Background: an optimization exercise with open tools, aiming at small area. Do not read the settings as production practice. No functional check of the RTL was part of any run shown here.

## flow/design.v (module list and top-level ports; edited modules follow where they fit)
// module top: 1806 lines
// module fa_cell: 4 lines
// module xnor_cell: 3 lines
// module or_cell: 3 lines
// module pp_array: 14 lines
// module wmux: 6 lines
// module ha_cell: 4 lines
module top (
    input  wire clk,
    input  wire rst_n,
    input  wire start,
    input  wire preload_valid,
    input  wire [5:0] preload_addr,
    input  wire [7:0] preload_data,
    input  wire [63:0] x_vector_flat,
    output wire [127:0] result_flat
);
  // ...
==> flow/flow/run.sh <==
#!/bin/bash
# The standard ORFS layout (the standard.sh, standard synthesis), with:
#  - port buffers made with buf_1 instead of the default delay buffer;
#  - clock tree synthesis with clkbuf_4, sink clusters of up to 9 within
#    55 um, and no dummy loads.
# make's output goes to standard.log; ORFS keeps each step's log under orfs/logs.
set -euo pipefail
bash standard.sh \
  BUFFER_PORTS_ARGS="-buffer_cell sky130_fd_sc_hd__buf_1" \
  CTS_ARGS="-sink_clustering_enable -repair_clock_nets -dont_use_dummy_load -buf_list sky130_fd_sc_hd__clkbuf_4 -sink_clustering_size 9 -sink_clustering_max_diameter 55" \
  finish > standard.log 2>&1
==> flow/standard.sh <==
#!/bin/bash
# synth_recipe.tcl (not shown) runs the flow's synth.tcl, then flattens the netlist and writes it again
# the make line also repeats each setting of config.mk as NAME=value (left out here)
make -C /OpenROAD-flow-scripts/flow DESIGN_CONFIG=/design/flow/config.mk WORK_HOME=/design/flow/orfs CLKGATE_MAP_FILE= SYNTH_SCRIPT=/design/flow/synth_recipe.tcl "${@:-finish}"
==> flow/config.mk <==
export PLATFORM = sky130hd
export DESIGN_NAME = top
export DESIGN_NICKNAME = top
export VERILOG_FILES = /design/flow/design.v
export SDC_FILE = /design/flow/constraint.sdc
export NUM_CORES = 4
export LEC_CHECK = 0
export CAP_MARGIN = 20
export CORE_MARGIN = 2
export CORE_UTILIZATION = 40
export SLEW_MARGIN = 20
export SYNTH_HIERARCHICAL = 1
export SYNTH_MINIMUM_KEEP_SIZE = 0
==> flow/constraint.sdc <==
create_clock -name core_clock -period 10.0 [get_ports {clk}]
set_input_delay 2.0000 -clock core_clock [delete_from_list [all_inputs] [get_ports {clk}]]
set_output_delay 2.0000 -clock core_clock [all_outputs]
set_load 0.01 [all_outputs]
==> flow_metrics.tcl, run 1 <==
set metrics [dict create \
    status "finished clean" \
    cp_top_family "adder cells" \
    slew_headroom_pct 29.1 \
    final-instance-count-excl-fill 4717 \
    antenna_found_initial 7 \
    top_regs "w: 512 flops, result_n: 128 flops" \
    synth_edf_count 640 \
    tritoncts "built" \
    r2r_slack_ps 600 \
    finalClockSkew_ps 113 \
    synth_xor_area_share_pct 1.87 \
    synthMuxAreaShare_pct 0.0469 \
    top_layer_used "met5" \
    wirelength_mm 100 \
    initial_core_util_pct 40.4 \
    nets 3968 \
    slowest_delay_ps 530 \
    dp_hpwl_mm 71.6 \
    grt_max_degree 84 \
    crit_top_cell "fa_1" \
    die_x_um 331 \
    fillers 9634 \
    async_flop_share_pct 1.16 \
    largest_register "w" \
    finalHoldViolCount 0 \
    synth_cell_types 62 \
    buffers 286 \
    cp.required_ps 10760 \
    synth_top_family_by_area "adder cells" \
    yosys_warnings 9 \
]
==> run 2: changes to the inputs <==
--- a/flow/design.v
+++ b/flow/design.v
@@ -1464,107 +1464,17 @@
     wire a6_s825, a6_c826;
     fa_cell u_a6_s825 (.a(p6_14_0), .b(p6_14_1), .c(~(acc_r2[14])), .s(a6_s825), .co(a6_c826));
     wire a6_s827, a6_c828;
     assign a6_s827 = ~(1'b0 ^ ~(acc_r2[15]));
     assign a6_c828 = 1'b0 | ~(acc_r2[15]);
     wire a6_s829, a6_c830;
     assign a6_s829 = ~(1'b0 ^ ~(acc_r2[15]));
     assign a6_c830 = 1'b0 | ~(acc_r2[15]);
-    wire bk6_p0 = p6_0_0 ^ ~(acc_r2[0]);
-    wire bk6_g0 = p6_0_0 & ~(acc_r2[0]);
-    wire bk6_p1 = ~(acc_r2[1]) ^ a6_s799;
-    wire bk6_g1 = ~(acc_r2[1]) & a6_s799;
-    wire bk6_p2 = a6_c800 ^ a6_s801;
-    wire bk6_g2 = a6_c800 & a6_s801;
-    wire bk6_p3 = a6_c802 ^ a6_s803;
-    wire bk6_g3 = a6_c802 & a6_s803;
-    wire bk6_p4 = a6_c804 ^ a6_s805;
-    wire bk6_g4 = a6_c804 & a6_s805;
-    wire bk6_p5 = a6_c806 ^ a6_s807;
-    wire bk6_g5 = a6_c806 & a6_s807;
-    wire bk6_p6 = a6_c808 ^ a6_s809;
-    wire bk6_g6 = a6_c808 & a6_s809;
-    wire bk6_p7 = a6_c810 ^ a6_s811;
-    wire bk6_g7 = a6_c810 & a6_s811;
-    wire bk6_p8 = a6_c812 ^ a6_s813;
-    wire bk6_g8 = a6_c812 & a6_s813;
-    wire bk6_p9 = a6_c814 ^ a6_s815;
-    wire bk6_g9 = a6_c814 & a6_s815;
-    wire bk6_p10 = a6_c816 ^ a6_s817;
-    wire bk6_g10 = a6_c816 & a6_s817;
-    wire bk6_p11 = a6_c818 ^ a6_s819;
-    wire bk6_g11 = a6_c818 & a6_s819;
-    wire bk6_p12 = a6_c820 ^ a6_s821;
-    wire bk6_g12 = a6_c820 & a6_s821;
-    wire bk6_p13 = a6_c822 ^ a6_s823;
-    wire bk6_g13 = a6_c822 & a6_s823;
-    wire bk6_p14 = a6_c824 ^ a6_s825;
-    wire bk6_g14 = a6_c824 & a6_s825;
-    wire bk6_p15 = a6_c826 ^ a6_s827;
-    wire bk6_g15 = a6_c826 & a6_s827;
-    wire bk6_p16 = a6_c828 ^ a6_s829;
-    wire bk6_g16 = a6_c828 & a6_s829;
-    wire bk6_g0c = bk6_g0 | bk6_p0;
-    wire bk6_G1 = bk6_g1 | (bk6_p1 & bk6_g0c);
-    wire bk6_P1 = bk6_p1 & bk6_p0;
-    wire bk6_G2 = bk6_g3 | (bk6_p3 & bk6_g2);
-    wire bk6_P2 = bk6_p3 & bk6_p2;
-    wire bk6_G3 = bk6_g5 | (bk6_p5 & bk6_g4);
-    wire bk6_P3 = bk6_p5 & bk6_p4;
-    wire bk6_G4 = bk6_g7 | (bk6_p7 & bk6_g6);
-    wire bk6_P4 = bk6_p7 & bk6_p6;
-    wire bk6_G5 = bk6_g9 | (bk6_p9 & bk6_g8);
-    wire bk6_P5 = bk6_p9 & bk6_p8;
-    wire bk6_G6 = bk6_g11 | (bk6_p11 & bk6_g10);
-    wire bk6_P6 = bk6_p11 & bk6_p10;
-    wire bk6_G7 = bk6_g13 | (bk6_p13 & bk6_g12);
-    wire bk6_P7 = bk6_p13 & bk6_p12;
-    wire bk6_G8 = bk6_g15 | (bk6_p15 & bk6_g14);
-    wire bk6_P8 = bk6_p15 & bk6_p14;
-    wire bk6_G9 = bk6_G2 | (bk6_P2 & bk6_G1);
-    wire bk6_P9 = bk6_P2 & bk6_P1;
-    wire bk6_G10 = bk6_G4 | (bk6_P4 & bk6_G3);
-    wire bk6_P10 = bk6_P4 & bk6_P3;
-    wire bk6_G11 = bk6_G6 | (bk6_P6 & bk6_G5);
-    wire bk6_P11 = bk6_P6 & bk6_P5;
-    wire bk6_G12 = bk6_G8 | (bk6_P8 & bk6_G7);
-    wire bk6_P12 = bk6_P8 & bk6_P7;
-    wire bk6_G13 = bk6_G10 | (bk6_P10 & bk6_G9);
-    wire bk6_P13 = bk6_P10 & bk6_P9;
-    wire bk6_G14 = bk6_G12 | (bk6_P12 & bk6_G11);
-    wire bk6_P14 = bk6_P12 & bk6_P11;
-    wire bk6_G15 = bk6_G14 | (bk6_P14 & bk6_G13);
-    wire bk6_P15 = bk6_P14 & bk6_P13;
-    wire bk6_G16 = bk6_G11 | (bk6_P11 & bk6_G13);
-    wire bk6_P16 = bk6_P11 & bk6_P13;
-    wire bk6_G17 = bk6_G3 | (bk6_P3 & bk6_G9);
-    wire bk6_P17 = bk6_P3 & bk6_P9;
-    wire bk6_G18 = bk6_G5 | (bk6_P5 & bk6_G13);
-    wire bk6_P18 = bk6_P5 & bk6_P13;
-    wire bk6_G19 = bk6_G7 | (bk6_P7 & bk6_G16);
-    wire bk6_P19 = bk6_P7 & bk6_P16;
-    wire bk6_G20 = bk6_g2 | (bk6_p2 & bk6_G1);
-    wire bk6_P20 = bk6_p2 & bk6_P1;
-    wire bk6_G21 = bk6_g4 | (bk6_p4 & bk6_G9);
-    wire bk6_P21 = bk6_p4 & bk6_P9;
-    wire bk6_G22 = bk6_g6 | (bk6_p6 & bk6_G17);
-    wire bk6_P22 = bk6_p6 & bk6_P17;
-    wire bk6_G23 = bk6_g8 | (bk6_p8 & bk6_G13);
-    wire bk6_P23 = bk6_p8 & bk6_P13;
-    wire bk6_G24 = bk6_g10 | (bk6_p10 & bk6_G18);
-    wire bk6_P24 = bk6_p10 & bk6_P18;
-    wire bk6_G25 = bk6_g12 | (bk6_p12 & bk6_G16);
-    wire bk6_P25 = bk6_p12 & bk6_P16;
-    wire bk6_G26 = bk6_g14 | (bk6_p14 & bk6_G19);
-    wire bk6_P26 = bk6_p14 & bk6_P19;
-    wire bk6_G27 = bk6_g16 | (bk6_p16 & bk6_G15);
-    wire bk6_P27 = bk6_p16 & bk6_P15;
-    wire [16:0] bk6_sum = {(bk6_p16 ^ bk6_G15), (bk6_p15 ^ bk6_G26), (bk6_p14 ^ bk6_G19), (bk6_p13 ^ bk6_G25), (bk6_p12 ^ bk6_G16), (bk6_p11 ^ bk6_G24), (bk6_p10 ^ bk6_G18), (bk6_p9 ^ bk6_G23), (bk6_p8 ^ bk6_G13), (bk6_p7 ^ bk6_G22), (bk6_p6 ^ bk6_G17), (bk6_p5 ^ bk6_G21), (bk6_p4 ^ bk6_G9), (bk6_p3 ^ bk6_G20), (bk6_p2 ^ bk6_G1), (bk6_p1 ^ bk6_g0c), (bk6_p0 ^ 1'b1)};
-    wire [16:0] s6 = ~bk6_sum;
+    wire [16:0] s6 = ~({a6_c828, a6_c826, a6_c824, a6_c822, a6_c820, a6_c818, a6_c816, a6_c814, a6_c812, a6_c810, a6_c808, a6_c806, a6_c804, a6_c802, a6_c800, ~(acc_r2[1]), p6_0_0} + {a6_s829, a6_s827, a6_s825, a6_s823, a6_s821, a6_s819, a6_s817, a6_s815, a6_s813, a6_s811, a6_s809, a6_s807, a6_s805, a6_s803, a6_s801, a6_s799, ~(acc_r2[0])} + 17'd1);
     wire [15:0] a6 = (s6[16] != s6[15]) ? (s6[16] ? 16'h8000 : 16'h7fff) : s6[15:0];
     wire [63:0] b7_pp;
     pp_array u_b7_pp (.w(wt7), .x(x7), .n(b7_pp));
     wire m7_s831, m7_c832;
     xnor_cell u_m7_s831 (.a(b7_pp[6]), .b(b7_pp[13]), .y(m7_s831));
     or_cell u_m7_c832 (.a(b7_pp[6]), .b(b7_pp[13]), .y(m7_c832));
     wire m7_s833, m7_c834;
     fa_cell u_m7_s833 (.a(b7_pp[7]), .b(b7_pp[14]), .c(b7_pp[21]), .s(m7_s833), .co(m7_c834));
==> run 2 against run 1 <==
Still clean. Die area fell by 0.44%. First-iteration DRC count rose by 13%. Final area fell by 0.17%. Worst hold slack improved by 44 ps. Fmax fell by 1.2%. Clock skew rose by 78 ps. Final cell count barely moved.
==> flow_metrics.tcl, run 2 <==
set metrics [dict create \
    status "finished clean" \
    dp_hpwl_mm 73.5 \
    synth_cell_types 66 \
    cp.buffers_inverters 2 \
    holdPathEnd "x7_2[3]$_DFF_P_" \
    avgSynthCellArea_um2 13.8 \
    period_share_pct 95.2 \
    vias 25100 \
    final_common_cell "edfxtp_1" \
    synth_area_leader_cell "edfxtp_1" \
    slowest_delay_ps 530 \
    mostFrequentLayoutCells "edfxtp_1 (640), fa_1 (444), nand2_1 (434), a22oi_1 (232), buf_1 (208)" \
    worstReg2RegStart "rsel[0]$_DFF_PN0_" \
    reg2reg_to "acc_r2n[14]$_DFF_P_" \
    crit_type "flip-flop to flip-flop" \
    dieArea_mm2 0.109 \
    critPathMaxFanout 18 \
    largest_register "w" \
    die_x_um 330 \
    initial_core_util_pct 40.3 \
    clock-root-buffer "clkbuf_4" \
    top_level_ports 210 \
    synth_most_common_cell "edfxtp_1" \
    holdPathStages 0 \
    setup_viol 0 \
    fmax_ghz 0.105 \
    grt_max_degree 101 \
    post_drt_via_cell_ratio 5.32 \
    numPortBuffers 209 \
    cp-end-kind "flip-flop" \
    crit_slowest_cell "fa_1" \
    synthTopCellsByCount "edfxtp_1 (640), fa_1 (444), nand2_1 (435)" \
    area.growth.synth_to_final_pct 7.12 \
    drc 0 \
    wl_per_cell_um 21.6 \
    startpoint_type "flip-flop" \
    multi_input_area_mm2 0.0193 \
    cts_buffer_depth 3 \
    core_mm2 0.105 \
    num_rows 119 \
    crit_top_cell "fa_1" \
    dr.pass1.iters 18 \
    max_cap_violations 0 \
    drive_gt1_share_pct 8.28 \
    die_height_um 330 \
    slew_headroom_pct 36.4 \
    ant_nets 0 \
    largest_reg_flops 512 \
    yosys_warnings 9 \
    crit_arrival_ps 10310 \
    grtUsageTotal_pct 19.1 \
    synth_area_mm2 0.0425 \
    ys.flop_type "edfxtp_1" \
    clk_latency_ps 1000 \
    cp-startpoint "rsel[0]$_DFF_PN0_" \
    finalClockSkew_ps 191 \
    ys_top_cells_by_area "edfxtp_1 (45%), fa_1 (21%), dfxtp_1 (6.1%), a22oi_1 (4.1%), nand2_1 (3.8%)" \
    register_area_mm2 0.0221 \
    yosysSeqAreaShare_pct 51.9 \
    cp.required_ps 10790 \
    routed-wl-met3_mm 5.55 \
    final_util_pct 43.2 \
    holdCritStartpoint "x7_1[3]$_DFF_P_" \
    top_regs "w: 512 flops, result_n: 128 flops" \
    clk_pin_slew_ps 100 \
    cts_made_buffers 105 \
    worstHoldPathType "flip-flop to flip-flop" \
    synth_edf_count 640 \
    finalHoldViolCount 0 \
    tritoncts "built" \
    hold_ws_ps 298 \
    wl_met1_mm 44.7 \
    rr_worst_depth 34 \
    place_inst 4606 \
    cts_htree_levels 3 \
    syn_nets 3718 \
    period_minus_slack_ps 9520 \
    wirelength_mm 102 \
    grt.overflow.total 0 \
    maxSlewViolCount 0 \
    syn_inst 3081 \
    met2_length_mm 49.3 \
    cp_top_family "adder cells" \
    top_layer_used "met5" \
    antenna_found_initial 6 \
    first_global_vias 26200 \
    async_flop_share_pct 1.16 \
    drtIter0Drc 2211 \
    synth_top_area_share_pct 45.2 \
    fillers 9662 \
    final-instance-count-excl-fill 4718 \
    r2r_slack_ps 480 \
    tns_ps 0 \
    yosys_register_bits 779 \
    gp_congestion 0.857 \
    cts.sinks 779 \
    hold_buffers 0 \
    nets 3961 \
    grt_pass1_wl_mm 158 \
    worst_slew_pin_slew_ps 954 \
]
==> run 2: changes by cell type in the layout (fill, tap and decap cells not counted), moves of 11 or more <==
cell	before	now
nor2_1	140	152
buf_4	76	88
xnor2_1	65	85
a21o_1	33	75
xor2_1	25	11
o21a_1	45	6
a21oi_1	67	54
nand2_1	445	434
==> run 2: metal layers <==
metal,global-route usage (%),vias up
li1,-,11400
met1,26.4,12900
met2,31.3,713
met3,3.13,139
met4,5.14,6
met5,0,-
==> run 2: cells by family after synthesis <==
logic type               after synthesis  share of synthesized area (%)
adder cells (fa/ha/maj)              570                           24.6
multiplexers                           3                         0.0736
buffers and inverters                212                           2.93
XOR/XNOR                              99                           2.04
flip-flops                           779                           51.9
AND/OR/NAND/NOR                      884                           9.58
AO/OA/AOI/OAI                        534                           8.96
==> run 2: worst max-delay path by stage <==
stage                           to  depth (start not counted)
6_report       acc_r2n[14]$_DFF_P_                         34
5_1_grt        acc_r2n[14]$_DFF_P_                         34
4_1_cts        acc_r2n[14]$_DFF_P_                         34
3_5_place_dp   acc_r2n[10]$_DFF_P_                         34
3_3_place_gp    acc_r2n[2]$_DFF_P_                         33
2_1_floorplan  acc_r2n[11]$_DFF_P_                         36
==> run 2: through the flow <==
stage | worst slack [ps] | area [µm²]
3_3_place_gp | 532 | 44700
5_1_grt | -23.5 | 45500
6_report | 482 | 45500
3_5_place_dp | 332 | 44700
2_1_floorplan | 492 | 42500
4_1_cts | 315 | 45500
==> run 2: per-module statistics from Yosys, one instance, submodules excluded <==
module | flip-flops and latches | area (µm²) | cells
pp_array | 0 | 313 | 71
wmux | 0 | 379 | 48
or_cell | 0 | 6.26 | 1
fa_cell | 0 | 20.0 | 1
xnor_cell | 0 | 8.76 | 1
top | 779 | 28200 | 1636
==> run 2: area by class of cell <==
type                       instances  area share [%]
timing repair buffer             298            3.19
multi-input combinational       2090            42.4
inverter                          50           0.412
sequential                       779            48.4
clock buffer                     105            1.73
antenna                            5          0.0275
tap                             1391            3.82
==> run 2: what timing repair did <==
item                       in CTS  in global routing
setup endpoints to repair       0                 15
resized for setup               0                  6
setup buffers                   0                  2

-- what the ideal ports hide --
The results above use ideal ports. As a check the final layouts listed here were re-extracted and re-timed, cells and wires unchanged.
Step 1 assumes that a clkbuf_16 drives the clock port and a buf_2 every other input.
Step 2 adds t to the input delays and takes it off the output delays; t is the mean of the earliest and latest rising clock arrival at the registers after step 1. Input paths then give back, and output paths get back, about the clock's delay inside the block.
a / b / c = ideal ports / drivers / drivers and shift; a / b = the first two.
run | shift t [ns] | slack for setup (ns) | hold slack, ns | latest minus earliest clock arrival (ns) | worst slew at a driven data input, ns
run 1 | 0.960 | 0.596 / 0.596 / 0.596 | 0.253 / 0.253 / 0.253 | 0.113 / 0.113 | 0.10
run 2 | 0.970 | 0.482 / 0.482 / 0.482 | 0.298 / 0.298 / 0.298 | 0.190 / 0.190 | 0.16
After both steps every run listed still meets setup and hold.
